From an optimization exercise on the open Yosys and OpenROAD flow, aimed at small area, a short achievable clock period and few clock cycles per item; shortcuts taken in it are not production practice. Function was not checked in any run shown here: the RTL went through the layout flow alone. Power and IR drop assume default switching activity.

==> flow/design.v (outline; a module is shown in full before it is edited, if it fits) <==
// module add_sub: 7 lines
// module multi: 1732 lines
// module benc: 5 lines
// module fa: 4 lines
// module ha: 4 lines
module multi #(parameter N = 32) (a,b,clk,out,load,done);
  // ...
==> flow/run.sh <==
#!/bin/bash
# synth_recipe.tcl (not shown) runs the flow's synth.tcl, then flattens the netlist and writes it again
# the make line also repeats each setting of config.mk as NAME=value (left out here)
make -C /OpenROAD-flow-scripts/flow DESIGN_CONFIG=/design/flow/config.mk WORK_HOME=/design/flow/orfs CLKGATE_MAP_FILE= SYNTH_SCRIPT=/design/flow/synth_recipe.tcl finish
==> flow/config.mk <==
export PLATFORM = sky130hd
export DESIGN_NAME = multi
export DESIGN_NICKNAME = multi
export VERILOG_FILES = /design/flow/design.v
export SDC_FILE = /design/flow/constraint.sdc
export NUM_CORES = 4
export LEC_CHECK = 0
export ABC_AREA = 1
export CAP_MARGIN = 20
export CORE_MARGIN = 2
export CORE_UTILIZATION = 50
export SETUP_SLACK_MARGIN = 0.1
export SLEW_MARGIN = 20
export SYNTH_HIERARCHICAL = 1
==> flow/constraint.sdc <==
create_clock -name core_clock -period 4.0 [get_ports {clk}]
set_input_delay 0.8000 -clock core_clock [delete_from_list [all_inputs] [get_ports {clk}]]
set_output_delay 0.8000 -clock core_clock [all_outputs]
set_load 0.01 [all_outputs]
==> results_dict.tcl, run 1 <==
set metrics [dict create \
    nMultiInputCombCells 2609 \
    postSynthAreaPerCell_sq_um 8.42 \
    layout.cells.non_filler 4805 \
    ys_top_cells_by_area "fa_1 (28%), xor2_1 (17%), edfxtp_1 (15%)" \
    synth_mux_area_frac 0 \
    status "complete, but fails checks" \
    crit_fanout 5 \
    setup_viol 7 \
    grt_pass1_wl_um 173000 \
    remaining_drc_errors 0 \
    violations "negative setup slack" \
    numCtsBuffers 17 \
    cp.depth 11 \
    crit_family "adder cells" \
    final_cell_mix "nand2_1 (561), xor2_1 (493), inv_1 (452)" \
    viasPerCell 5.84 \
    synth_ff_type "edfxtp_1" \
    multi_input_area_sq_um 25200 \
    grt_antenna_before_repair 6 \
    cts_max_level 4 \
    pwr-share-seq 0.100 \
    dp_slack_ns -0.903 \
    setup_ws_ns -0.0686 \
    wl_met2_um 51000 \
    wl_met1_um 46800 \
    top_power_group "combinational logic" \
    signal_buffers 695 \
    synth_async_sr_flop_share 0 \
    synth.distinct_cells 33 \
    fin_area_sq_um 40200 \
    rsz0062_at_grt "yes" \
]
==> inputs of run 2 (changes only) <==
--- a/flow/design.v
+++ b/flow/design.v
@@ -5,17 +5,17 @@
 input cin;
 assign add = a + b + cin;
 endmodule
 module multi #(parameter N = 32) (a,b,clk,out,load,done);
   input [N-1:0] a,b;
   input clk,load;
   output [2*N-1:0] out;
   output done;
-  reg [146:0] r;
+  reg [152:0] r;
   reg dn;
   wire neg0 = b[1];
   wire one0_0, two0_0, ng0_0;
   benc ue0_0 (b[1], b[0], 1'b0, one0_0, two0_0, ng0_0);
   wire one0_1, two0_1, ng0_1;
   benc ue0_1 (b[1], b[0], 1'b0, one0_1, two0_1, ng0_1);
   wire neg1 = b[3];
   wire one1_0, two1_0, ng1_0;
@@ -1489,28 +1489,16 @@
   wire s867, c868;
   fa us867 (s751, s563, c750, s867, c868);
   wire s869, c870;
   fa us869 (s753, s567, c752, s869, c870);
   wire s871, c872;
   fa us871 (s755, s571, c754, s871, c872);
   wire s873, c874;
   fa us873 (s757, s575, c756, s873, c874);
-  wire s875, c876;
-  fa us875 (s759, s579, c758, s875, c876);
-  wire s877, c878;
-  fa us877 (s761, s583, c760, s877, c878);
-  wire s879, c880;
-  fa us879 (s763, s587, c762, s879, c880);
-  wire s925, c926;
-  fa us925 (c808, s679, s809, s925, c926);
-  wire s929, c930;
-  fa us929 (c812, s687, s813, s929, c930);
-  wire s931, c932;
-  fa us931 (s815, s691, c814, s931, c932);
   wire s933, c934;
   fa us933 (c816, c692, s817, s933, c934);
   wire s935, c936;
   fa us935 (c818, c696, s819, s935, c936);
   wire s937, c938;
   fa us937 (s821, s703, c820, s937, c938);
   wire s939, c940;
   fa us939 (s823, c704, c822, s939, c940);
@@ -1530,216 +1518,589 @@
   fa us953 (s837, p15_28, c836, s953, c954);
   wire s955, c956;
   fa us955 (c838, p15_29, s839, s955, c956);
   wire s957, c958;
   fa us957 (p15_30, c840, p14_32, s957, c958);
   always @(posedge clk) begin
     if (load) begin
       dn <= 1'b1;
-      r[0] <= s591;
-      r[1] <= c764;
-      r[2] <= s765;
-      r[3] <= s595;
-      r[4] <= c766;
-      r[5] <= s767;
-      r[6] <= s599;
-      r[7] <= c768;
-      r[8] <= s769;
-      r[9] <= s603;
-      r[10] <= c770;
-      r[11] <= s771;
-      r[12] <= s607;
-      r[13] <= c772;
-      r[14] <= s773;
-      r[15] <= s611;
-      r[16] <= c774;
-      r[17] <= s775;
-      r[18] <= s615;
-      r[19] <= c776;
-      r[20] <= s777;
-      r[21] <= s619;
-      r[22] <= c778;
-      r[23] <= s779;
-      r[24] <= s623;
-      r[25] <= c780;
-      r[26] <= s781;
-      r[27] <= s627;
-      r[28] <= c782;
-      r[29] <= s783;
-      r[30] <= s631;
-      r[31] <= c784;
-      r[32] <= s785;
-      r[33] <= s635;
-      r[34] <= c786;
-      r[35] <= s787;
-      r[36] <= s639;
-      r[37] <= c788;
-      r[38] <= s789;
-      r[39] <= s643;
-      r[40] <= c790;
-      r[41] <= s791;
-      r[42] <= s647;
-      r[43] <= c792;
-      r[44] <= s793;
-      r[45] <= s651;
-      r[46] <= c794;
-      r[47] <= s795;
-      r[48] <= s655;
-      r[49] <= c796;
-      r[50] <= s797;
-      r[51] <= c656;
-      r[52] <= s799;
-      r[53] <= c798;
-      r[54] <= s663;
-      r[55] <= s801;
-      r[56] <= c800;
-      r[57] <= s667;
-      r[58] <= c802;
-      r[59] <= s803;
-      r[60] <= s671;
-      r[61] <= c804;
-      r[62] <= s805;
-      r[63] <= s675;
-      r[64] <= c806;
-      r[65] <= s807;
-      r[66] <= s683;
-      r[67] <= c810;
-      r[68] <= s811;
-      r[69] <= p15_31;
-      r[70] <= neg0;
-      r[71] <= p0_0;
-      r[72] <= p0_1;
-      r[73] <= s841;
-      r[74] <= p1_0;
-      r[75] <= c842;
-      r[76] <= s843;
-      r[77] <= c844;
-      r[78] <= s845;
-      r[79] <= c846;
-      r[80] <= s847;
-      r[81] <= c848;
-      r[82] <= s849;
-      r[83] <= c850;
-      r[84] <= s851;
-      r[85] <= c852;
-      r[86] <= s853;
-      r[87] <= c854;
-      r[88] <= s855;
-      r[89] <= c856;
-      r[90] <= s857;
-      r[91] <= c858;
-      r[92] <= s859;
-      r[93] <= c860;
-      r[94] <= s861;
-      r[95] <= c862;
-      r[96] <= s863;
-      r[97] <= c864;
-      r[98] <= s865;
-      r[99] <= c866;
-      r[100] <= s867;
-      r[101] <= c868;
-      r[102] <= s869;
-      r[103] <= c870;
-      r[104] <= s871;
-      r[105] <= c872;
-      r[106] <= s873;
-      r[107] <= c874;
-      r[108] <= s875;
-      r[109] <= c876;
-      r[110] <= s877;
-      r[111] <= c878;
-      r[112] <= s879;
-      r[113] <= c880;
-      r[114] <= s925;
-      r[115] <= c926;
-      r[116] <= s929;
-      r[117] <= c930;
-      r[118] <= s931;
-      r[119] <= c932;
-      r[120] <= s933;
-      r[121] <= c934;
-      r[122] <= s935;
-      r[123] <= c936;
-      r[124] <= s937;
-      r[125] <= c938;
-      r[126] <= s939;
-      r[127] <= c940;
-      r[128] <= s941;
-      r[129] <= c942;
-      r[130] <= s943;
-      r[131] <= c944;
-      r[132] <= s945;
-      r[133] <= c946;
-      r[134] <= s947;
-      r[135] <= c948;
-      r[136] <= s949;
-      r[137] <= c950;
-      r[138] <= s951;
-      r[139] <= c952;
-      r[140] <= s953;
-      r[141] <= c954;
-      r[142] <= s955;
-      r[143] <= c956;
-      r[144] <= s957;
-      r[145] <= c958;
-      r[146] <= p15_32;
+      r[0] <= s579;
+      r[1] <= c758;
+      r[2] <= s759;
+      r[3] <= s583;
+      r[4] <= c760;
+      r[5] <= s761;
+      r[6] <= s587;
+      r[7] <= c762;
+      r[8] <= s763;
+      r[9] <= s591;
+      r[10] <= c764;
+      r[11] <= s765;
+      r[12] <= s595;
+      r[13] <= c766;
+      r[14] <= s767;
+      r[15] <= s599;
+      r[16] <= c768;
+      r[17] <= s769;
+      r[18] <= s603;
+      r[19] <= c770;
+      r[20] <= s771;
+      r[21] <= s607;
+      r[22] <= c772;
+      r[23] <= s773;
+      r[24] <= s611;
+      r[25] <= c774;
+      r[26] <= s775;
+      r[27] <= s615;
+      r[28] <= c776;
+      r[29] <= s777;
+      r[30] <= s619;
+      r[31] <= c778;
+      r[32] <= s779;
+      r[33] <= s623;
+      r[34] <= c780;
+      r[35] <= s781;
+      r[36] <= s627;
+      r[37] <= c782;
+      r[38] <= s783;
+      r[39] <= s631;
+      r[40] <= c784;
+      r[41] <= s785;
+      r[42] <= s635;
+      r[43] <= c786;
+      r[44] <= s787;
+      r[45] <= s639;
+      r[46] <= c788;
+      r[47] <= s789;
+      r[48] <= s643;
+      r[49] <= c790;
+      r[50] <= s791;
+      r[51] <= s647;
+      r[52] <= c792;
+      r[53] <= s793;
+      r[54] <= s651;
+      r[55] <= c794;
+      r[56] <= s795;
+      r[57] <= s655;
+      r[58] <= c796;
+      r[59] <= s797;
+      r[60] <= c656;
+      r[61] <= s799;
+      r[62] <= c798;
+      r[63] <= s663;
+      r[64] <= s801;
+      r[65] <= c800;
+      r[66] <= s667;
+      r[67] <= c802;
+      r[68] <= s803;
+      r[69] <= s671;
+      r[70] <= c804;
+      r[71] <= s805;
+      r[72] <= s675;
+      r[73] <= c806;
+      r[74] <= s807;
+      r[75] <= s679;
+      r[76] <= s809;
+      r[77] <= c808;
+      r[78] <= s683;
+      r[79] <= c810;
+      r[80] <= s811;
+      r[81] <= s687;
+      r[82] <= s813;
+      r[83] <= c812;
+      r[84] <= s691;
+      r[85] <= c814;
+      r[86] <= s815;
+      r[87] <= p15_31;
+      r[88] <= neg0;
+      r[89] <= p0_0;
+      r[90] <= p0_1;
+      r[91] <= s841;
+      r[92] <= p1_0;
+      r[93] <= c842;
+      r[94] <= s843;
+      r[95] <= c844;
+      r[96] <= s845;
+      r[97] <= c846;
+      r[98] <= s847;
+      r[99] <= c848;
+      r[100] <= s849;
+      r[101] <= c850;
+      r[102] <= s851;
+      r[103] <= c852;
+      r[104] <= s853;
+      r[105] <= c854;
+      r[106] <= s855;
+      r[107] <= c856;
+      r[108] <= s857;
+      r[109] <= c858;
+      r[110] <= s859;
+      r[111] <= c860;
+      r[112] <= s861;
+      r[113] <= c862;
+      r[114] <= s863;
+      r[115] <= c864;
+      r[116] <= s865;
+      r[117] <= c866;
+      r[118] <= s867;
+      r[119] <= c868;
+      r[120] <= s869;
+      r[121] <= c870;
+      r[122] <= s871;
+      r[123] <= c872;
+      r[124] <= s873;
+      r[125] <= c874;
+      r[126] <= s933;
+      r[127] <= c934;
+      r[128] <= s935;
+      r[129] <= c936;
+      r[130] <= s937;
+      r[131] <= c938;
+      r[132] <= s939;
+      r[133] <= c940;
+      r[134] <= s941;
+      r[135] <= c942;
+      r[136] <= s943;
+      r[137] <= c944;
+      r[138] <= s945;
+      r[139] <= c946;
+      r[140] <= s947;
+      r[141] <= c948;
+      r[142] <= s949;
+      r[143] <= c950;
+      r[144] <= s951;
+      r[145] <= c952;
+      r[146] <= s953;
+      r[147] <= c954;
+      r[148] <= s955;
+      r[149] <= c956;
+      r[150] <= s957;
+      r[151] <= c958;
+      r[152] <= p15_32;
     end
   end
+  wire s875, c876;
+  fa us875 (r[2], r[0], r[1], s875, c876);
+  wire s877, c878;
+  fa us877 (r[5], r[3], r[4], s877, c878);
+  wire s879, c880;
+  fa us879 (r[8], r[6], r[7], s879, c880);
   wire s881, c882;
-  fa us881 (r[2], r[0], r[1], s881, c882);
+  fa us881 (r[11], r[9], r[10], s881, c882);
   wire s883, c884;
-  fa us883 (r[5], r[3], r[4], s883, c884);
+  fa us883 (r[14], r[12], r[13], s883, c884);
   wire s885, c886;
-  fa us885 (r[8], r[6], r[7], s885, c886);
+  fa us885 (r[17], r[15], r[16], s885, c886);
   wire s887, c888;
-  fa us887 (r[11], r[9], r[10], s887, c888);
+  fa us887 (r[20], r[18], r[19], s887, c888);
   wire s889, c890;
-  fa us889 (r[14], r[12], r[13], s889, c890);
+  fa us889 (r[23], r[21], r[22], s889, c890);
   wire s891, c892;
-  fa us891 (r[17], r[15], r[16], s891, c892);
+  fa us891 (r[26], r[24], r[25], s891, c892);
   wire s893, c894;
-  fa us893 (r[20], r[18], r[19], s893, c894);
+  fa us893 (r[29], r[27], r[28], s893, c894);
   wire s895, c896;
-  fa us895 (r[23], r[21], r[22], s895, c896);
+  fa us895 (r[32], r[30], r[31], s895, c896);
   wire s897, c898;
-  fa us897 (r[26], r[24], r[25], s897, c898);
+  fa us897 (r[35], r[33], r[34], s897, c898);
   wire s899, c900;
-  fa us899 (r[29], r[27], r[28], s899, c900);
+  fa us899 (r[38], r[36], r[37], s899, c900);
   wire s901, c902;
-  fa us901 (r[32], r[30], r[31], s901, c902);
+  fa us901 (r[41], r[39], r[40], s901, c902);
   wire s903, c904;
-  fa us903 (r[35], r[33], r[34], s903, c904);
+  fa us903 (r[44], r[42], r[43], s903, c904);
   wire s905, c906;
-  fa us905 (r[38], r[36], r[37], s905, c906);
+  fa us905 (r[47], r[45], r[46], s905, c906);
   wire s907, c908;
-  fa us907 (r[41], r[39], r[40], s907, c908);
+  fa us907 (r[50], r[48], r[49], s907, c908);
   wire s909, c910;
-  fa us909 (r[44], r[42], r[43], s909, c910);
+  fa us909 (r[53], r[51], r[52], s909, c910);
   wire s911, c912;
-  fa us911 (r[47], r[45], r[46], s911, c912);
+  fa us911 (r[56], r[54], r[55], s911, c912);
   wire s913, c914;
-  fa us913 (r[50], r[48], r[49], s913, c914);
+  fa us913 (r[59], r[57], r[58], s913, c914);
   wire s915, c916;
-  fa us915 (r[53], r[51], r[52], s915, c916);
+  fa us915 (r[62], r[60], r[61], s915, c916);
   wire s917, c918;
-  fa us917 (r[56], r[54], r[55], s917, c918);
+  fa us917 (r[65], r[63], r[64], s917, c918);
   wire s919, c920;
-  fa us919 (r[59], r[57], r[58], s919, c920);
+  fa us919 (r[68], r[66], r[67], s919, c920);
   wire s921, c922;
-  fa us921 (r[62], r[60], r[61], s921, c922);
+  fa us921 (r[71], r[69], r[70], s921, c922);
   wire s923, c924;
-  fa us923 (r[65], r[63], r[64], s923, c924);
+  fa us923 (r[74], r[72], r[73], s923, c924);
+  wire s925, c926;
+  fa us925 (r[77], r[75], r[76], s925, c926);
   wire s927, c928;
-  fa us927 (r[68], r[66], r[67], s927, c928);
-  wire s959 = ~r[69];
-  wire c960 = r[69];
-  wire [2*N-1:0] x0 = {1'b1, c960, r[145], r[143], r[141], r[139], r[137], r[135], r[133], r[131], r[129], r[127], r[125], r[123], r[121], r[119], r[117], c928, r[115], c924, c922, c920, c918, c916, c914, c912, c910, c908, c906, c904, c902, c900, c898, c896, c894, c892, c890, c888, c886, c884, c882, r[113], r[111], r[109], r[107], r[105], r[103], r[101], r[99], r[97], r[95], r[93], r[91], r[89], r[87], r[85], r[83], r[81], r[79], r[77], r[75], r[73], r[72], r[70]};
-  wire [2*N-1:0] x1 = {1'b0, r[146], s959, r[144], r[142], r[140], r[138], r[136], r[134], r[132], r[130], r[128], r[126], r[124], r[122], r[120], r[118], r[116], s927, r[114], s923, s921, s919, s917, s915, s913, s911, s909, s907, s905, s903, s901, s899, s897, s895, s893, s891, s889, s887, s885, s883, s881, r[112], r[110], r[108], r[106], r[104], r[102], r[100], r[98], r[96], r[94], r[92], r[90], r[88], r[86], r[84], r[82], r[80], r[78], r[76], r[74], 1'b0, r[71]};
-  assign out = x0 + x1;
+  fa us927 (r[80], r[78], r[79], s927, c928);
+  wire s929, c930;
+  fa us929 (r[83], r[81], r[82], s929, c930);
+  wire s931, c932;
+  fa us931 (r[86], r[84], r[85], s931, c932);
+  wire s959 = ~r[87];
+  wire c960 = r[87];
+  wire [2*N-1:0] x0 = {1'b1, c960, r[151], r[149], r[147], r[145], r[143], r[141], r[139], r[137], r[135], r[133], r[131], r[129], r[127], c932, c930, c928, c926, c924, c922, c920, c918, c916, c914, c912, c910, c908, c906, c904, c902, c900, c898, c896, c894, c892, c890, c888, c886, c884, c882, c880, c878, c876, r[125], r[123], r[121], r[119], r[117], r[115], r[113], r[111], r[109], r[107], r[105], r[103], r[101], r[99], r[97], r[95], r[93], r[91], r[90], r[88]};
+  wire [2*N-1:0] x1 = {1'b0, r[152], s959, r[150], r[148], r[146], r[144], r[142], r[140], r[138], r[136], r[134], r[132], r[130], r[128], r[126], s931, s929, s927, s925, s923, s921, s919, s917, s915, s913, s911, s909, s907, s905, s903, s901, s899, s897, s895, s893, s891, s889, s887, s885, s883, s881, s879, s877, s875, r[124], r[122], r[120], r[118], r[116], r[114], r[112], r[110], r[108], r[106], r[104], r[102], r[100], r[98], r[96], r[94], r[92], 1'b0, r[89]};
+  wire [63:0] pg = x0 ^ x1;
+  wire [63:0] gg = x0 & x1;
+  wire hg1 = gg[1] | (pg[1] & gg[0]);
+  wire hp1 = pg[1] & pg[0];
+  wire hg2 = gg[3] | (pg[3] & gg[2]);
+  wire hp2 = pg[3] & pg[2];
+  wire hg3 = gg[5] | (pg[5] & gg[4]);
+  wire hp3 = pg[5] & pg[4];
+  wire hg4 = gg[7] | (pg[7] & gg[6]);
+  wire hp4 = pg[7] & pg[6];
+  wire hg5 = gg[9] | (pg[9] & gg[8]);
+  wire hp5 = pg[9] & pg[8];
+  wire hg6 = gg[11] | (pg[11] & gg[10]);
+  wire hp6 = pg[11] & pg[10];
+  wire hg7 = gg[13] | (pg[13] & gg[12]);
+  wire hp7 = pg[13] & pg[12];
+  wire hg8 = gg[15] | (pg[15] & gg[14]);
+  wire hp8 = pg[15] & pg[14];
+  wire hg9 = gg[17] | (pg[17] & gg[16]);
+  wire hp9 = pg[17] & pg[16];
+  wire hg10 = gg[19] | (pg[19] & gg[18]);
+  wire hp10 = pg[19] & pg[18];
+  wire hg11 = gg[21] | (pg[21] & gg[20]);
+  wire hp11 = pg[21] & pg[20];
+  wire hg12 = gg[23] | (pg[23] & gg[22]);
+  wire hp12 = pg[23] & pg[22];
+  wire hg13 = gg[25] | (pg[25] & gg[24]);
+  wire hp13 = pg[25] & pg[24];
+  wire hg14 = gg[27] | (pg[27] & gg[26]);
+  wire hp14 = pg[27] & pg[26];
+  wire hg15 = gg[29] | (pg[29] & gg[28]);
+  wire hp15 = pg[29] & pg[28];
+  wire hg16 = gg[31] | (pg[31] & gg[30]);
+  wire hp16 = pg[31] & pg[30];
+  wire hg17 = gg[33] | (pg[33] & gg[32]);
+  wire hp17 = pg[33] & pg[32];
+  wire hg18 = gg[35] | (pg[35] & gg[34]);
+  wire hp18 = pg[35] & pg[34];
+  wire hg19 = gg[37] | (pg[37] & gg[36]);
+  wire hp19 = pg[37] & pg[36];
+  wire hg20 = gg[39] | (pg[39] & gg[38]);
+  wire hp20 = pg[39] & pg[38];
+  wire hg21 = gg[41] | (pg[41] & gg[40]);
+  wire hp21 = pg[41] & pg[40];
+  wire hg22 = gg[43] | (pg[43] & gg[42]);
+  wire hp22 = pg[43] & pg[42];
+  wire hg23 = gg[45] | (pg[45] & gg[44]);
+  wire hp23 = pg[45] & pg[44];
+  wire hg24 = gg[47] | (pg[47] & gg[46]);
+  wire hp24 = pg[47] & pg[46];
+  wire hg25 = gg[49] | (pg[49] & gg[48]);
+  wire hp25 = pg[49] & pg[48];
+  wire hg26 = gg[51] | (pg[51] & gg[50]);
+  wire hp26 = pg[51] & pg[50];
+  wire hg27 = gg[53] | (pg[53] & gg[52]);
+  wire hp27 = pg[53] & pg[52];
+  wire hg28 = gg[55] | (pg[55] & gg[54]);
+  wire hp28 = pg[55] & pg[54];
+  wire hg29 = gg[57] | (pg[57] & gg[56]);
+  wire hp29 = pg[57] & pg[56];
+  wire hg30 = gg[59] | (pg[59] & gg[58]);
+  wire hp30 = pg[59] & pg[58];
+  wire hg31 = gg[61] | (pg[61] & gg[60]);
+  wire hp31 = pg[61] & pg[60];
+  wire hg32 = gg[63] | (pg[63] & gg[62]);
+  wire hp32 = pg[63] & pg[62];
+  wire hg33 = hg32 | (hp32 & hg31);
+  wire hp33 = hp32 & hp31;
+  wire hg34 = hg31 | (hp31 & hg30);
+  wire hp34 = hp31 & hp30;
+  wire hg35 = hg30 | (hp30 & hg29);
+  wire hp35 = hp30 & hp29;
+  wire hg36 = hg29 | (hp29 & hg28);
+  wire hp36 = hp29 & hp28;
+  wire hg37 = hg28 | (hp28 & hg27);
+  wire hp37 = hp28 & hp27;
+  wire hg38 = hg27 | (hp27 & hg26);
+  wire hp38 = hp27 & hp26;
+  wire hg39 = hg26 | (hp26 & hg25);
+  wire hp39 = hp26 & hp25;
+  wire hg40 = hg25 | (hp25 & hg24);
+  wire hp40 = hp25 & hp24;
+  wire hg41 = hg24 | (hp24 & hg23);
+  wire hp41 = hp24 & hp23;
+  wire hg42 = hg23 | (hp23 & hg22);
+  wire hp42 = hp23 & hp22;
+  wire hg43 = hg22 | (hp22 & hg21);
+  wire hp43 = hp22 & hp21;
+  wire hg44 = hg21 | (hp21 & hg20);
+  wire hp44 = hp21 & hp20;
+  wire hg45 = hg20 | (hp20 & hg19);
+  wire hp45 = hp20 & hp19;
+  wire hg46 = hg19 | (hp19 & hg18);
+  wire hp46 = hp19 & hp18;
+  wire hg47 = hg18 | (hp18 & hg17);
+  wire hp47 = hp18 & hp17;
+  wire hg48 = hg17 | (hp17 & hg16);
+  wire hp48 = hp17 & hp16;
+  wire hg49 = hg16 | (hp16 & hg15);
+  wire hp49 = hp16 & hp15;
+  wire hg50 = hg15 | (hp15 & hg14);
+  wire hp50 = hp15 & hp14;
+  wire hg51 = hg14 | (hp14 & hg13);
+  wire hp51 = hp14 & hp13;
+  wire hg52 = hg13 | (hp13 & hg12);
+  wire hp52 = hp13 & hp12;
+  wire hg53 = hg12 | (hp12 & hg11);
+  wire hp53 = hp12 & hp11;
+  wire hg54 = hg11 | (hp11 & hg10);
+  wire hp54 = hp11 & hp10;
+  wire hg55 = hg10 | (hp10 & hg9);
+  wire hp55 = hp10 & hp9;
+  wire hg56 = hg9 | (hp9 & hg8);
+  wire hp56 = hp9 & hp8;
+  wire hg57 = hg8 | (hp8 & hg7);
+  wire hp57 = hp8 & hp7;
+  wire hg58 = hg7 | (hp7 & hg6);
+  wire hp58 = hp7 & hp6;
+  wire hg59 = hg6 | (hp6 & hg5);
+  wire hp59 = hp6 & hp5;
+  wire hg60 = hg5 | (hp5 & hg4);
+  wire hp60 = hp5 & hp4;
+  wire hg61 = hg4 | (hp4 & hg3);
+  wire hp61 = hp4 & hp3;
+  wire hg62 = hg3 | (hp3 & hg2);
+  wire hp62 = hp3 & hp2;
+  wire hg63 = hg2 | (hp2 & hg1);
+  wire hg64 = hg33 | (hp33 & hg35);
+  wire hp64 = hp33 & hp35;
+  wire hg65 = hg34 | (hp34 & hg36);
+  wire hp65 = hp34 & hp36;
+  wire hg66 = hg35 | (hp35 & hg37);
+  wire hp66 = hp35 & hp37;
+  wire hg67 = hg36 | (hp36 & hg38);
+  wire hp67 = hp36 & hp38;
+  wire hg68 = hg37 | (hp37 & hg39);
+  wire hp68 = hp37 & hp39;
+  wire hg69 = hg38 | (hp38 & hg40);
+  wire hp69 = hp38 & hp40;
+  wire hg70 = hg39 | (hp39 & hg41);
+  wire hp70 = hp39 & hp41;
+  wire hg71 = hg40 | (hp40 & hg42);
+  wire hp71 = hp40 & hp42;
+  wire hg72 = hg41 | (hp41 & hg43);
+  wire hp72 = hp41 & hp43;
+  wire hg73 = hg42 | (hp42 & hg44);
+  wire hp73 = hp42 & hp44;
+  wire hg74 = hg43 | (hp43 & hg45);
+  wire hp74 = hp43 & hp45;
+  wire hg75 = hg44 | (hp44 & hg46);
+  wire hp75 = hp44 & hp46;
+  wire hg76 = hg45 | (hp45 & hg47);
+  wire hp76 = hp45 & hp47;
+  wire hg77 = hg46 | (hp46 & hg48);
+  wire hp77 = hp46 & hp48;
+  wire hg78 = hg47 | (hp47 & hg49);
+  wire hp78 = hp47 & hp49;
+  wire hg79 = hg48 | (hp48 & hg50);
+  wire hp79 = hp48 & hp50;
+  wire hg80 = hg49 | (hp49 & hg51);
+  wire hp80 = hp49 & hp51;
+  wire hg81 = hg50 | (hp50 & hg52);
+  wire hp81 = hp50 & hp52;
+  wire hg82 = hg51 | (hp51 & hg53);
+  wire hp82 = hp51 & hp53;
+  wire hg83 = hg52 | (hp52 & hg54);
+  wire hp83 = hp52 & hp54;
+  wire hg84 = hg53 | (hp53 & hg55);
+  wire hp84 = hp53 & hp55;
+  wire hg85 = hg54 | (hp54 & hg56);
+  wire hp85 = hp54 & hp56;
+  wire hg86 = hg55 | (hp55 & hg57);
+  wire hp86 = hp55 & hp57;
+  wire hg87 = hg56 | (hp56 & hg58);
+  wire hp87 = hp56 & hp58;
+  wire hg88 = hg57 | (hp57 & hg59);
+  wire hp88 = hp57 & hp59;
+  wire hg89 = hg58 | (hp58 & hg60);
+  wire hp89 = hp58 & hp60;
+  wire hg90 = hg59 | (hp59 & hg61);
+  wire hp90 = hp59 & hp61;
+  wire hg91 = hg60 | (hp60 & hg62);
+  wire hp91 = hp60 & hp62;
+  wire hg92 = hg61 | (hp61 & hg63);
+  wire hg93 = hg62 | (hp62 & hg1);
+  wire hg94 = hg64 | (hp64 & hg68);
+  wire hp94 = hp64 & hp68;
+  wire hg95 = hg65 | (hp65 & hg69);
+  wire hp95 = hp65 & hp69;
+  wire hg96 = hg66 | (hp66 & hg70);
+  wire hp96 = hp66 & hp70;
+  wire hg97 = hg67 | (hp67 & hg71);
+  wire hp97 = hp67 & hp71;
+  wire hg98 = hg68 | (hp68 & hg72);
+  wire hp98 = hp68 & hp72;
+  wire hg99 = hg69 | (hp69 & hg73);
+  wire hp99 = hp69 & hp73;
+  wire hg100 = hg70 | (hp70 & hg74);
+  wire hp100 = hp70 & hp74;
+  wire hg101 = hg71 | (hp71 & hg75);
+  wire hp101 = hp71 & hp75;
+  wire hg102 = hg72 | (hp72 & hg76);
+  wire hp102 = hp72 & hp76;
+  wire hg103 = hg73 | (hp73 & hg77);
+  wire hp103 = hp73 & hp77;
+  wire hg104 = hg74 | (hp74 & hg78);
+  wire hp104 = hp74 & hp78;
+  wire hg105 = hg75 | (hp75 & hg79);
+  wire hp105 = hp75 & hp79;
+  wire hg106 = hg76 | (hp76 & hg80);
+  wire hp106 = hp76 & hp80;
+  wire hg107 = hg77 | (hp77 & hg81);
+  wire hp107 = hp77 & hp81;
+  wire hg108 = hg78 | (hp78 & hg82);
+  wire hp108 = hp78 & hp82;
+  wire hg109 = hg79 | (hp79 & hg83);
+  wire hp109 = hp79 & hp83;
+  wire hg110 = hg80 | (hp80 & hg84);
+  wire hp110 = hp80 & hp84;
+  wire hg111 = hg81 | (hp81 & hg85);
+  wire hp111 = hp81 & hp85;
+  wire hg112 = hg82 | (hp82 & hg86);
+  wire hp112 = hp82 & hp86;
+  wire hg113 = hg83 | (hp83 & hg87);
+  wire hp113 = hp83 & hp87;
+  wire hg114 = hg84 | (hp84 & hg88);
+  wire hp114 = hp84 & hp88;
+  wire hg115 = hg85 | (hp85 & hg89);
+  wire hp115 = hp85 & hp89;
+  wire hg116 = hg86 | (hp86 & hg90);
+  wire hp116 = hp86 & hp90;
+  wire hg117 = hg87 | (hp87 & hg91);
+  wire hp117 = hp87 & hp91;
+  wire hg118 = hg88 | (hp88 & hg92);
+  wire hg119 = hg89 | (hp89 & hg93);
+  wire hg120 = hg90 | (hp90 & hg63);
+  wire hg121 = hg91 | (hp91 & hg1);
+  wire hg122 = hg94 | (hp94 & hg102);
+  wire hp122 = hp94 & hp102;
+  wire hg123 = hg95 | (hp95 & hg103);
+  wire hp123 = hp95 & hp103;
+  wire hg124 = hg96 | (hp96 & hg104);
+  wire hp124 = hp96 & hp104;
+  wire hg125 = hg97 | (hp97 & hg105);
+  wire hp125 = hp97 & hp105;
+  wire hg126 = hg98 | (hp98 & hg106);
+  wire hp126 = hp98 & hp106;
+  wire hg127 = hg99 | (hp99 & hg107);
+  wire hp127 = hp99 & hp107;
+  wire hg128 = hg100 | (hp100 & hg108);
+  wire hp128 = hp100 & hp108;
+  wire hg129 = hg101 | (hp101 & hg109);
+  wire hp129 = hp101 & hp109;
+  wire hg130 = hg102 | (hp102 & hg110);
+  wire hp130 = hp102 & hp110;
+  wire hg131 = hg103 | (hp103 & hg111);
+  wire hp131 = hp103 & hp111;
+  wire hg132 = hg104 | (hp104 & hg112);
+  wire hp132 = hp104 & hp112;
+  wire hg133 = hg105 | (hp105 & hg113);
+  wire hp133 = hp105 & hp113;
+  wire hg134 = hg106 | (hp106 & hg114);
+  wire hp134 = hp106 & hp114;
+  wire hg135 = hg107 | (hp107 & hg115);
+  wire hp135 = hp107 & hp115;
+  wire hg136 = hg108 | (hp108 & hg116);
+  wire hp136 = hp108 & hp116;
+  wire hg137 = hg109 | (hp109 & hg117);
+  wire hp137 = hp109 & hp117;
+  wire hg138 = hg110 | (hp110 & hg118);
+  wire hg139 = hg111 | (hp111 & hg119);
+  wire hg140 = hg112 | (hp112 & hg120);
+  wire hg141 = hg113 | (hp113 & hg121);
+  wire hg142 = hg114 | (hp114 & hg92);
+  wire hg143 = hg115 | (hp115 & hg93);
+  wire hg144 = hg116 | (hp116 & hg63);
+  wire hg145 = hg117 | (hp117 & hg1);
+  wire hg146 = hg122 | (hp122 & hg138);
+  wire hg147 = hg123 | (hp123 & hg139);
+  wire hg148 = hg124 | (hp124 & hg140);
+  wire hg149 = hg125 | (hp125 & hg141);
+  wire hg150 = hg126 | (hp126 & hg142);
+  wire hg151 = hg127 | (hp127 & hg143);
+  wire hg152 = hg128 | (hp128 & hg144);
+  wire hg153 = hg129 | (hp129 & hg145);
+  wire hg154 = hg130 | (hp130 & hg118);
+  wire hg155 = hg131 | (hp131 & hg119);
+  wire hg156 = hg132 | (hp132 & hg120);
+  wire hg157 = hg133 | (hp133 & hg121);
+  wire hg158 = hg134 | (hp134 & hg92);
+  wire hg159 = hg135 | (hp135 & hg93);
+  wire hg160 = hg136 | (hp136 & hg63);
+  wire hg161 = hg137 | (hp137 & hg1);
+  wire hs1_3 = pg[3] ^ (x0[2] | x1[2]);
+  wire hs0_3 = pg[3] ^ gg[2];
+  wire hs1_5 = pg[5] ^ (x0[4] | x1[4]);
+  wire hs0_5 = pg[5] ^ gg[4];
+  wire hs1_7 = pg[7] ^ (x0[6] | x1[6]);
+  wire hs0_7 = pg[7] ^ gg[6];
+  wire hs1_9 = pg[9] ^ (x0[8] | x1[8]);
+  wire hs0_9 = pg[9] ^ gg[8];
+  wire hs1_11 = pg[11] ^ (x0[10] | x1[10]);
+  wire hs0_11 = pg[11] ^ gg[10];
+  wire hs1_13 = pg[13] ^ (x0[12] | x1[12]);
+  wire hs0_13 = pg[13] ^ gg[12];
+  wire hs1_15 = pg[15] ^ (x0[14] | x1[14]);
+  wire hs0_15 = pg[15] ^ gg[14];
+  wire hs1_17 = pg[17] ^ (x0[16] | x1[16]);
+  wire hs0_17 = pg[17] ^ gg[16];
+  wire hs1_19 = pg[19] ^ (x0[18] | x1[18]);
+  wire hs0_19 = pg[19] ^ gg[18];
+  wire hs1_21 = pg[21] ^ (x0[20] | x1[20]);
+  wire hs0_21 = pg[21] ^ gg[20];
+  wire hs1_23 = pg[23] ^ (x0[22] | x1[22]);
+  wire hs0_23 = pg[23] ^ gg[22];
+  wire hs1_25 = pg[25] ^ (x0[24] | x1[24]);
+  wire hs0_25 = pg[25] ^ gg[24];
+  wire hs1_27 = pg[27] ^ (x0[26] | x1[26]);
+  wire hs0_27 = pg[27] ^ gg[26];
+  wire hs1_29 = pg[29] ^ (x0[28] | x1[28]);
+  wire hs0_29 = pg[29] ^ gg[28];
+  wire hs1_31 = pg[31] ^ (x0[30] | x1[30]);
+  wire hs0_31 = pg[31] ^ gg[30];
+  wire hs1_33 = pg[33] ^ (x0[32] | x1[32]);
+  wire hs0_33 = pg[33] ^ gg[32];
+  wire hs1_35 = pg[35] ^ (x0[34] | x1[34]);
+  wire hs0_35 = pg[35] ^ gg[34];
+  wire hs1_37 = pg[37] ^ (x0[36] | x1[36]);
+  wire hs0_37 = pg[37] ^ gg[36];
+  wire hs1_39 = pg[39] ^ (x0[38] | x1[38]);
+  wire hs0_39 = pg[39] ^ gg[38];
+  wire hs1_41 = pg[41] ^ (x0[40] | x1[40]);
+  wire hs0_41 = pg[41] ^ gg[40];
+  wire hs1_43 = pg[43] ^ (x0[42] | x1[42]);
+  wire hs0_43 = pg[43] ^ gg[42];
+  wire hs1_45 = pg[45] ^ (x0[44] | x1[44]);
+  wire hs0_45 = pg[45] ^ gg[44];
+  wire hs1_47 = pg[47] ^ (x0[46] | x1[46]);
+  wire hs0_47 = pg[47] ^ gg[46];
+  wire hs1_49 = pg[49] ^ (x0[48] | x1[48]);
+  wire hs0_49 = pg[49] ^ gg[48];
+  wire hs1_51 = pg[51] ^ (x0[50] | x1[50]);
+  wire hs0_51 = pg[51] ^ gg[50];
+  wire hs1_53 = pg[53] ^ (x0[52] | x1[52]);
+  wire hs0_53 = pg[53] ^ gg[52];
+  wire hs1_55 = pg[55] ^ (x0[54] | x1[54]);
+  wire hs0_55 = pg[55] ^ gg[54];
+  wire hs1_57 = pg[57] ^ (x0[56] | x1[56]);
+  wire hs0_57 = pg[57] ^ gg[56];
+  wire hs1_59 = pg[59] ^ (x0[58] | x1[58]);
+  wire hs0_59 = pg[59] ^ gg[58];
+  wire hs1_61 = pg[61] ^ (x0[60] | x1[60]);
+  wire hs0_61 = pg[61] ^ gg[60];
+  wire hs1_63 = pg[63] ^ (x0[62] | x1[62]);
+  wire hs0_63 = pg[63] ^ gg[62];
+  assign out = {hg147 ? hs1_63 : hs0_63, pg[62] ^ hg147, hg148 ? hs1_61 : hs0_61, pg[60] ^ hg148, hg149 ? hs1_59 : hs0_59, pg[58] ^ hg149, hg150 ? hs1_57 : hs0_57, pg[56] ^ hg150, hg151 ? hs1_55 : hs0_55, pg[54] ^ hg151, hg152 ? hs1_53 : hs0_53, pg[52] ^ hg152, hg153 ? hs1_51 : hs0_51, pg[50] ^ hg153, hg154 ? hs1_49 : hs0_49, pg[48] ^ hg154, hg155 ? hs1_47 : hs0_47, pg[46] ^ hg155, hg156 ? hs1_45 : hs0_45, pg[44] ^ hg156, hg157 ? hs1_43 : hs0_43, pg[42] ^ hg157, hg158 ? hs1_41 : hs0_41, pg[40] ^ hg158, hg159 ? hs1_39 : hs0_39, pg[38] ^ hg159, hg160 ? hs1_37 : hs0_37, pg[36] ^ hg160, hg161 ? hs1_35 : hs0_35, pg[34] ^ hg161, hg138 ? hs1_33 : hs0_33, pg[32] ^ hg138, hg139 ? hs1_31 : hs0_31, pg[30] ^ hg139, hg140 ? hs1_29 : hs0_29, pg[28] ^ hg140, hg141 ? hs1_27 : hs0_27, pg[26] ^ hg141, hg142 ? hs1_25 : hs0_25, pg[24] ^ hg142, hg143 ? hs1_23 : hs0_23, pg[22] ^ hg143, hg144 ? hs1_21 : hs0_21, pg[20] ^ hg144, hg145 ? hs1_19 : hs0_19, pg[18] ^ hg145, hg118 ? hs1_17 : hs0_17, pg[16] ^ hg118, hg119 ? hs1_15 : hs0_15, pg[14] ^ hg119, hg120 ? hs1_13 : hs0_13, pg[12] ^ hg120, hg121 ? hs1_11 : hs0_11, pg[10] ^ hg121, hg92 ? hs1_9 : hs0_9, pg[8] ^ hg92, hg93 ? hs1_7 : hs0_7, pg[6] ^ hg93, hg63 ? hs1_5 : hs0_5, pg[4] ^ hg63, hg1 ? hs1_3 : hs0_3, pg[2] ^ hg1, pg[1] ^ gg[0], pg[0]};
   assign done = dn;
 endmodule
 module benc (input b1, input b0, input bm1, output one, output two, output neg);
   assign one = b0 ^ bm1;
   assign two = (b1 & ~b0 & ~bm1) | (~b1 & b0 & bm1);
   assign neg = b1;
 endmodule
 module fa (input x, input y, input z, output s, output c);
==> results_dict.tcl, run 2 <==
set metrics [dict create \
    power_w 0.0431 \
    synth_commonest_cells "xor2_1 (574), o22ai_1 (496), inv_1 (458), fa_1 (425), nand2_1 (331)" \
    postCtsHoldBufs 0 \
    numClockSinks 153 \
    syn_area_sq_um 29300 \
    clockBufferDepth 2 \
    min_period_over_period 1.02 \
    violations "negative setup slack" \
    cap_violations 0 \
    max_freq_mhz 246 \
    p_per_area_nw_per_um2 1080 \
    ys_ff_latch 153 \
    postSynthAreaPerCell_sq_um 9.19 \
    grt_pass1_vias 26900 \
    critPathKind "flip-flop to output port" \
    drive_gt1_frac 0.374 \
    grt_max_degree 83 \
    drt-total-wl_um 116000 \
    numCtsBuffers 17 \
    worst_pin_slew_ns 0.872 \
    avgRoutedWirePerCell_um 25.9 \
    ys_top_cells_by_area "fa_1 (29%), xor2_1 (17%), edfxtp_1 (16%)" \
    ys_warn_count 7 \
    fp.dieH_um 246 \
    synth_top_area_cell "fa_1" \
    worstPathRequired_ns 3.20 \
    drtIter0Drc 2742 \
    largestRegisters "r (153)" \
    clkPwrFrac 0.037 \
    cts_tree "done" \
    worstHoldPathType "primary input to flip-flop" \
    grt_pass1_wl_um 165000 \
    slew_headroom 0.419 \
    mostFrequentLayoutCell "xor2_1" \
    core_sq_um 57800 \
    arrival_ns 3.26 \
    report.final.slew_viol_count 0 \
    first_pass_iters 6 \
    start_util 0.507 \
    critPathCaptureType "output port" \
    hpwlAfterDp_um 87800 \
    clk_pin_slew_worst_paths_ns 0.07 \
    cts_max_level 4 \
    largest_register_ffs 153 \
    synth_seq_area_share 0.157 \
    setup_viol 9 \
    synth.distinct_cells 43 \
    detail-route-antenna-nets 0 \
    die_w_um 246 \
    place.gp.congestion 0.988 \
    setup_ws_ns -0.0641 \
    power.share.combinational 0.866 \
    synth_async_sr_flop_share 0 \
    num_vias 26300 \
    swShare 0.510 \
    min_period_ns 4.06 \
    grt_use_total 0.369 \
    insertedDiodeCount 0 \
    root_buffer "clkbuf_16" \
    synthToLayoutAreaGrowth_pct 36.6 \
    pwr-share-seq 0.096 \
    synth_ff_type "edfxtp_1" \
    crit_fanout 3 \
    status "complete, but fails checks" \
    final_cell_mix "xor2_1 (500), buf_4 (459), o22ai_1 (385)" \
    synth_top_area_share 0.290 \
    synth_most_common_cell "xor2_1" \
    rows 88 \
    dieArea_sq_um 60600 \
    synth_edf_count 153 \
    synth_cells 3187 \
    p_int_w 0.0212 \
    rsz0062_at_grt "yes" \
    numPortBuffers 129 \
    p_leak_nw 17.8 \
    viasPerCell 5.89 \
    grt_antenna_before_repair 0 \
    ir_drop_uv 1820 \
    whs_path_depth 1 \
    fin_nets 4326 \
    whs_ns 0.908 \
    remaining_drc_errors 0 \
    finalHoldViolations 0 \
    globalRouteOverflowTotal 0 \
    io_pins 131 \
    largest_register "r" \
    p_sw_w 0.0220 \
    critPathLaunchType "flip-flop" \
]
[run 2: changes by cell type after synthesis, moves of 12 or more]
| cell | before | now |
|---|---|---|
| a21oi_1 | 45 | 22 |
| clkbuf_1 | 155 | 167 |
| ha_1 | 112 | 143 |
| inv_1 | 536 | 458 |
| nand2_1 | 642 | 331 |
| nand2_2 | 9 | 42 |
| nor2_1 | 97 | 34 |
[run 2: what timing repair did]
item                                    in CTS  in global routing
endpoints found under the hold margin        0                  0
endpoints found under the setup margin     141                103
pin swaps                                  208                241
gates resized for setup                    636                431
buffers inserted                            46                 46
gates cloned                                 5                  7
[run 2: power groups by stage]
| stage | Sequential, W | Combinational, W | Clock (W) |
|---|---|---|---|
| after floorplan | 0.00401 | 0.0168 | 0 |
| after global placement | 0.00413 | 0.0301 | 0 |
| after detailed placement | 0.00417 | 0.0309 | 0 |
| after CTS | 0.00415 | 0.0345 | 0.00163 |
| after global routing | 0.00423 | 0.0402 | 0.00169 |
| final | 0.00415 | 0.0374 | 0.00161 |
[run 2: per-module statistics from Yosys, one instance, submodules excluded]
module	flops+latches	times used	cells inside
multi	153	1	2467
benc	0	32	8
fa	0	425	1
ha	0	39	1
[run 2: metal layers]
layer / routed length (um) / global-route usage
met5: 0 / 0
met4: 7130 / 0.149
met3: 11300 / 0.0802
met2: 51000 / 0.568
met1: 46200 / 0.507
[run 2: stage by stage]
stage	utilization	worst slack, ns	instances	cell area (sq um)	setup TNS, ns
6_report	0.692	-0.0641	4469	40000	-0.245
2_1_floorplan	-	0.0665	3192	29700	0
4_1_cts	0.652	-0.0839	4418	37700	-0.323
3_3_place_gp	0.608	-0.790	4337	35100	-67.33
3_5_place_dp	0.608	-0.881	4337	35100	-73.44
5_1_grt	0.692	-0.191	4469	40000	-2.86
[run 2: final timing paths]
path               from      end  slack [ns]
hold / removal     load    r[89]        0.91
setup / recovery  r[40]  out[56]       -0.06
[run 2: layout make-up]
| cell class | count | area [sq um] |
|---|---|---|
| clock buffers | 17 | 425 |
| well taps | 765 | 957 |
| clock inverters | 14 | 129 |
| repair buffers | 735 | 7060 |
| fillers | 4364 | 17800 |
| inverters | 469 | 1880 |
| multi-input cells | 2313 | 24900 |
| repair inverters | 3 | 22.5 |
| flip-flops and latches | 153 | 4590 |
[run 2: cells by family after synthesis]
family,synth area share
buffers and inverters,0.0987
XOR/XNOR,0.181
AND/OR/NAND/NOR,0.0932
adder cells (fa/ha/maj),0.351
AO/OA/AOI/OAI,0.119
flip-flops,0.157
other,0.000256
[run 2: critical path, cell delays in order (launching register included)]
cell      delay (ns)
edfxtp_1        0.41
fa_2            0.72
inv_2           0.08
ha_4            0.29
nand2_4         0.08
nor2_4          0.12
inv_2           0.07
nor2_4          0.13
inv_2           0.08
nor2_4          0.13
and2_4          0.17
nand2_4         0.07
nand2_4         0.09
xor2_2          0.18
buf_2           0.18

[what the ideal ports hide]
No port has a modelled driver above. Below, the same layouts with a new extraction and two added sets of constraints. Step 1 assumes that a clkbuf_16 drives the clock port and a buf_2 every other input. Step 2 adds t to the input delays and takes it off the output delays; t is the mean of the earliest and latest rising clock arrival at the registers after step 1. Input paths then give back, and output paths get back, about the clock's delay inside the block. a / b / c = no drivers / after step 1 / after step 2; a / b = the first two.
run | shift t [ns] | setup WS [ns] | pins driven straight from the clock port
run 1 | 0.495 | -0.069 / -0.054 / -0.549 | 1
run 2 | 0.530 | -0.064 / -0.115 / -0.501 | 1
The setup slack of run 1, which loses most, moves by +0.015 ns with the drivers and by -0.480 ns with both steps.
